This is an optimization exercise on Yosys and OpenROAD, whose aim is small area, not a production implementation. The RTL was checked by simulation tests, not by an equivalence proof against the original design. No activity file was given, so power comes from the tool's default toggle rates.

==> wip/zinc: inputs <==
==> flow/design.v <==
module receiver(
    input clk,
    input rst,
    input read_enable,
    input uart_rx,
    output [7:0] data_out,
    output rx_status
);
localparam [13:0] CB = 14'd0;
localparam [13:0] CW = 14'd19;
localparam READY    = 2'b00;
localparam WAIT_BIT = 2'b01;
localparam LOAD_BIT = 2'b10;
localparam READ_BIT = 2'b11;
reg [1:0] state;
reg [13:0] t;
reg [8:0] sr;
reg x;
wire hit = ~t[0] & ~t[1] & ~t[2] & ~t[3] & ~t[4] & t[5] & ~t[6] & ~t[7] & t[8] &
           t[11] & ~t[12] & ~t[13];
wire ready = (state == READY);
wire wt    = (state == WAIT_BIT);
wire load  = (state == LOAD_BIT);
wire rd    = (state == READ_BIT);
always @(posedge clk) begin
    if (rst)
        state <= READY;
    else
    case (state)
        READY    : if (read_enable && !uart_rx) state <= WAIT_BIT;
        WAIT_BIT : if (hit && !uart_rx) state <= LOAD_BIT;
        LOAD_BIT : state <= READ_BIT;
        READ_BIT : if (hit) state <= (x && !sr[0]) ? READY : LOAD_BIT;
    endcase
end
always @(posedge clk) begin
    if (rst || (ready && read_enable))
        x <= 1'b0;
    else if (load && sr[0])
        x <= 1'b1;
end
assign rx_status = ready & x;
wire ldw = ready | (wt & hit & uart_rx);
wire ldb = (wt & hit & ~uart_rx) | (rd & hit);
always @(posedge clk) begin
    if (ldw)
        t <= CW;
    else if (ldb)
        t <= CB;
    else
        t <= ~{t[12:0], t[12] ^ t[13]};
end
always @(posedge clk) begin
    if (wt & hit)
        sr <= 9'b100000000;
    else if (load) begin
        if (!sr[0])
            sr <= {uart_rx, sr[8:1]};
        else if (x)
            sr[0] <= 1'b0;
    end
end
assign data_out = sr[8:1];
endmodule
module encryptor(
    input clk,
    input rst,
    input encrypt_enable,
    input [7:0] data_in,
    output reg [7:0] data_out,
    output cy_status
);
reg [2:0] s;
reg [7:0] lfsr_reg;
reg [7:0] prev_output;
always @(posedge clk) begin
    if (rst)
        s <= 3'b000;
    else begin
        s[0] <= ~s[0] & (s[1] | encrypt_enable);
        s[1] <= s[1] ^ s[0];
        s[2] <= s[1] & s[0];
    end
end
assign cy_status = s[2];
wire [7:0] key = {lfsr_reg[6:0], lfsr_reg[7] ^ lfsr_reg[5] ^ lfsr_reg[4] ^ lfsr_reg[3]};
always @(posedge clk) begin
    if (rst) begin
        lfsr_reg <= 8'b10111011;
        prev_output <= 8'b10101110;
        data_out <= 8'b00000000;
    end else if (cy_status) begin
        lfsr_reg <= key;
        data_out <= key ^ prev_output ^ data_in;
        prev_output <= data_out;
    end
end
endmodule
module transmitter(
    input clk,
    input rst,
    input send_enable,
    input [7:0] data,
    output reg uart_tx,
    output tx_status
);
reg [13:0] t;
reg [3:0] idx;
reg ld;
wire hit = ~t[0] & t[1] & t[2] & t[3] & ~t[4] & t[5] & ~t[6] & ~t[7] & ~t[8] &
           t[10] & ~t[12] & ~t[13];
wire ready = idx[3] & ~idx[2] & idx[0];
wire snd   = ~ready & ~ld;
always @(posedge clk) begin
    if (rst) begin
        idx <= 4'd11;
        ld <= 1'b0;
    end else if (ready) begin
        idx <= send_enable ? 4'd15 : 4'd11;
        ld <= send_enable;
    end else if (ld)
        ld <= 1'b0;
    else if (hit) begin
        idx <= idx + 1'b1;
        ld <= ~(idx[3] & ~idx[0]);
    end
end
always @(posedge clk) begin
    if (ready | (snd & hit))
        t <= 14'd0;
    else
        t <= ~{t[12:0], t[0] ^ t[13]};
end
wire bit_out = idx[3] ? ~idx[0] : data[idx[2:0]];
always @(posedge clk) begin
    if (rst)
        uart_tx <= 1'b1;
    else if (ld)
        uart_tx <= bit_out;
end
assign tx_status = idx[3] & ~idx[1] & idx[0];
endmodule
module top(
    input clk,
    input rst,
    input read_enable,
    input uart_rx,
    output uart_tx,
    output status
);
wire send_enable;
wire encrypt_enable;
wire [7:0] received_data;
wire [7:0] encrypted_data;
receiver    rx (clk, rst, read_enable,     uart_rx,         received_data,   encrypt_enable);
encryptor   cy (clk, rst, encrypt_enable,  received_data,   encrypted_data,  send_enable);
transmitter tx (clk, rst, send_enable,     encrypted_data,  uart_tx,         status);
endmodule
==> flow/flow/run.sh <==
#!/bin/bash
# Own flow: the standard ORFS flow, with ABC's buffers removed at
# floorplan, small port buffers and no CTS dummy loads.
export REMOVE_ABC_BUFFERS=1
export BUFFER_PORTS_ARGS="-buffer_cell sky130_fd_sc_hd__buf_1"
export CTS_ARGS="-sink_clustering_enable -repair_clock_nets -dont_use_dummy_load"
bash standard.sh > standard.log 2>&1
==> flow/standard.sh <==
#!/bin/bash
# synth_recipe.tcl (not shown) runs the flow's synth.tcl, then flattens the netlist and writes it again
# the make line also repeats each setting of config.mk as NAME=value (left out here)
make -C /OpenROAD-flow-scripts/flow DESIGN_CONFIG=/design/flow/config.mk WORK_HOME=/design/flow/orfs CLKGATE_MAP_FILE= SYNTH_SCRIPT=/design/flow/synth_recipe.tcl "${@:-finish}"
==> flow/config.mk <==
export PLATFORM = sky130hd
export DESIGN_NAME = top
export DESIGN_NICKNAME = top
export VERILOG_FILES = /design/flow/design.v
export SDC_FILE = /design/flow/constraint.sdc
export NUM_CORES = 4
export LEC_CHECK = 0
export CAP_MARGIN = 20
export CORE_MARGIN = 2
export CORE_UTILIZATION = 40
export SLEW_MARGIN = 20
==> flow/constraint.sdc <==
create_clock -name core_clock -period 5.0 [get_ports {clk}]
set_input_delay 1.0000 -clock core_clock [delete_from_list [all_inputs] [get_ports {clk}]]
set_output_delay 1.0000 -clock core_clock [all_outputs]
set_load 0.01 [all_outputs]
==> wip/sierra: changes against wip/zinc <==
==> flow/design.v, changed modules only <==
module transmitter(
    input clk,
    input rst,
    input send_enable,
    input [7:0] data,
    output reg uart_tx,
    output tx_status
);
localparam [13:0] C = 14'd143;
localparam [13:0] E = 14'd6;
localparam [13:0] D = C ^ E;
reg [13:0] t;
reg [3:0] idx;
wire same = ((t ^ C) & ~D) == 14'd0;
wire hit  = same & (((t ^ E) & D) == 14'd0);
wire atc  = same & (((t ^ C) & D) == 14'd0);
wire ready = idx[3] & ~idx[2] & idx[0];
wire ld    = ~ready & atc;
always @(posedge clk) begin
    if (rst)
        idx <= 4'd11;
    else if (ready)
        idx <= send_enable ? 4'd15 : 4'd11;
    else if (hit)
        idx <= idx + 1'b1;
end
always @(posedge clk) begin
    if (ready | hit)
        t <= C;
    else
        t <= {~t[12:0], t[0] ^ t[4] ^ t[13]};
end
wire bit_out = idx[3] ? ~idx[0] : data[idx[2:0]];
always @(posedge clk) begin
    if (rst)
        uart_tx <= 1'b1;
    else if (ld)
        uart_tx <= bit_out;
end
assign tx_status = idx[3] & ~idx[1] & idx[0];
endmodule
==> flow/flow/run.sh (replaced) <==
#!/bin/bash
# Own flow: the standard ORFS flow (standard.sh) with these changes:
#  - after the standard synthesis, the combinational logic between the
#    registers is re-mapped by ABC for area with each abc_*.script here; the
#    smallest netlist that keeps the standard synthesis's registers (names
#    and cells) and that Yosys proves equivalent to it is laid out;
#  - ABC's buffers are removed at floorplan (REMOVE_ABC_BUFFERS);
#  - port buffers are buf_1 cells;
#  - CTS builds the clock tree of clkbuf_4 cells and inserts no dummy loads.
# Each tool's output goes to a log file in this folder.
set -euo pipefail
W=$(pwd)
R=$W/orfs/results/sky130hd/top/base
export REMOVE_ABC_BUFFERS=1
export BUFFER_PORTS_ARGS="-buffer_cell sky130_fd_sc_hd__buf_1"
export CTS_ARGS="${CTS_ARGS_OVERRIDE:--sink_clustering_enable -repair_clock_nets -dont_use_dummy_load -buf_list sky130_fd_sc_hd__clkbuf_4}"
bash standard.sh synth > $W/standard_synth.log 2>&1
cp $R/1_2_yosys.v $W/standard_1_2_yosys.v
LIB=$FLOW_HOME/platforms/sky130hd/lib/sky130_fd_sc_hd__tt_025C_1v80.lib
# sequential cells of the standard synthesis: kept as they are
SEQ=$(grep -o "sky130_fd_sc_hd__[a-z0-9_]*" $W/standard_1_2_yosys.v | sort -u | grep -E "__(df|edf|sdf|sedf|dl)" | tr '\n' ' ')
DU=$(sed -n '/DONT_USE_CELLS +=/,/^#/p' $FLOW_HOME/platforms/sky130hd/config.mk | grep -o "sky130_fd_sc_hd__[a-z0-9_]*" | sed 's/^/-dont_use /' | tr '\n' ' ')
regs() { python3 - "$1" <<'EOP'
import re,sys
t=open(sys.argv[1]).read()
for c,n in sorted(re.findall(r'(sky130_fd_sc_hd__(?:df|edf|sdf|sedf|dl)\w*)\s+(\S+)\s*\(',t)): print(c,n)
EOP
}
REGS_STD=$(regs $W/standard_1_2_yosys.v)
best=""; best_area=""
for S in $W/flow/abc_*.script; do
  k=$(basename $S .script)
  cat > $W/resynth_$k.ys <<EOS
read_liberty -ignore_miss_func $LIB
read_verilog $W/standard_1_2_yosys.v
hierarchy -top top
setattr -mod -set keep_hierarchy 1 $SEQ
flatten
delete t:\\\$scopeinfo
rename -hide w:_*_.*
opt_clean
abc -liberty $LIB $DU -script $S
opt_clean -purge
hierarchy -top top
blackbox $SEQ
tee -o $W/resynth_$k.stat stat -liberty $LIB
write_verilog -noattr -nohex -nodec $W/resynth_$k.v
EOS
  yosys -s $W/resynth_$k.ys > $W/resynth_$k.log 2>&1 || continue
  yosys -p "read_liberty -lib $LIB; read_verilog $W/resynth_$k.v; hierarchy -check -top top; check -assert" > $W/resynth_${k}_check.log 2>&1 || continue
  [[ -s $W/resynth_$k.v ]] || continue
  ! grep -qE "always|reg " $W/resynth_$k.v || continue
  [[ "$(regs $W/resynth_$k.v)" == "$REGS_STD" ]] || continue
  # equivalence with the standard synthesis, registers paired by name
  yosys -p "read_liberty -ignore_miss_func $LIB; read_verilog $W/standard_1_2_yosys.v; rename top gold;
    read_verilog $W/resynth_$k.v; rename top gate; hierarchy -check;
    flatten gold gate; rename -hide w:_*; opt_clean gold gate;
    equiv_make gold gate eq; hierarchy -top eq; equiv_simple -seq 2; equiv_induct; equiv_status -assert" > $W/resynth_${k}_equiv.log 2>&1 || continue
  a=$(grep "Chip area" $W/resynth_$k.stat | awk '{print $NF}')
  echo "$k $a" >> $W/resynth_areas.txt
  if [[ -z "$best" ]] || python3 -c "import sys; sys.exit(0 if $a < $best_area else 1)"; then
    best=$k; best_area=$a
  fi
done
if [[ -n "$best" ]]; then
  echo "using re-mapped netlist $best ($best_area)" > $W/resynth_used.txt
  cp $W/resynth_$best.v $R/1_2_yosys.v
  touch $R/1_2_yosys.v
else
  echo "using standard netlist" > $W/resynth_used.txt
fi
bash standard.sh > $W/standard.log 2>&1
==> flow/flow/abc_s1.script (new file) <==
strash
dch -f
amap -F 10 -A 10 -C 1000
topo
==> flow/flow/abc_s12.script (new file) <==
&get -n
&st
&dch -f
&nf -a -F 10 -A 10
&put
mfs2
strash
dch -f
amap -F 10 -A 10 -C 1000
topo
==> flow/flow/abc_s13.script (new file) <==
strash
dch -f
amap -F 10 -A 10 -C 1000
mfs2
strash
dch -f
amap -F 10 -A 10 -C 1000
mfs2
strash
dch -f
amap -F 10 -A 10 -C 1000
topo
==> flow/flow/abc_s15.script (new file) <==
strash
dch -f
amap -F 10 -A 10 -C 1000
mfs2
strash
dch -f
amap -F 10 -A 10 -C 1000
mfs2
strash
dch -f
amap -F 10 -A 10 -C 1000
mfs2
strash
dch -f
amap -F 10 -A 10 -C 1000
mfs2
strash
dch -f
amap -F 10 -A 10 -C 1000
topo
==> flow/flow/abc_s16.script (new file) <==
&get -n
&st
&dch -f
&nf -a -F 10 -A 10
&put
mfs2
strash
dch -f
amap -F 10 -A 10 -C 1000
mfs2
strash
dch -f
amap -F 10 -A 10 -C 1000
mfs2
strash
dch -f
amap -F 10 -A 10 -C 1000
topo
==> flow/flow/abc_s17.script (new file) <==
&get -n
&st
&deepsyn -T 30
&put
strash
dch -f
amap -F 10 -A 10 -C 1000
mfs2
strash
dch -f
amap -F 10 -A 10 -C 1000
mfs2
strash
dch -f
amap -F 10 -A 10 -C 1000
mfs2
strash
dch -f
amap -F 10 -A 10 -C 1000
topo
==> flow/flow/abc_s21.script (new file) <==
&get -n
&st
&deepsyn -T 60 -S 13
&put
strash
dch -f
amap -F 10 -A 10 -C 1000
mfs2
strash
dch -f
amap -F 10 -A 10 -C 1000
mfs2
strash
dch -f
amap -F 10 -A 10 -C 1000
mfs2
strash
dch -f
amap -F 10 -A 10 -C 1000
topo
==> flow/flow/abc_s8.script (new file) <==
strash
dc2
strash
dch -f
amap -F 10 -A 10 -C 1000
mfs2 -a
strash
dch -f
amap -F 10 -A 10 -C 1000
topo
- CORE_UTILIZATION: 40 -> 70
==> summary of the runs <==
Of wip/sierra and wip/zinc, wip/zinc has the higher clock power (gap 28%, measured against wip/zinc).
In clock-buffer cell count, wip/sierra and wip/zinc do not differ.
Of wip/sierra and wip/zinc, wip/zinc has the higher die area (gap 48%, measured against wip/zinc).
In wip/zinc the utilization is lower than in wip/sierra, by 33 points.

## static timing again, ports no longer ideal
In the flow no input, the clock included, has a driving cell. The finished layouts below were timed again as built, in two steps. Step 1 (the two cells are an assumption about what drives the block):
set clk [get_ports {clk}]
set_driving_cell -lib_cell sky130_fd_sc_hd__clkbuf_16 $clk
set_driving_cell -lib_cell sky130_fd_sc_hd__buf_2 [delete_from_list [all_inputs] $clk]
Step 2 also shifts input and output timing later by t, the mid clock arrival at the registers, as if the neighbouring blocks saw the same clock. Slacks: no drivers / after step 1 / after step 2; pairs: no drivers / after step 1.
| run | shift t [ns] | setup slack, ns | worst register clock-pin slew, ns | worst slew at a driven data input, ns | pins driven straight from the clock port |
|---|---|---|---|---|---|
| wip/zinc | 0.352 | 2.756 / 2.727 / 3.079 | 0.08 / 0.08 | 0.03 | 1 |
| wip/sierra | 0.403 | 2.770 / 2.771 / 2.368 | 0.11 / 0.11 | 0.03 | 1 |
After both steps setup and hold are still met in every run listed. For wip/sierra, which loses most, drivers alone change the setup slack by +0.001 ns; drivers and shift together by -0.402 ns.
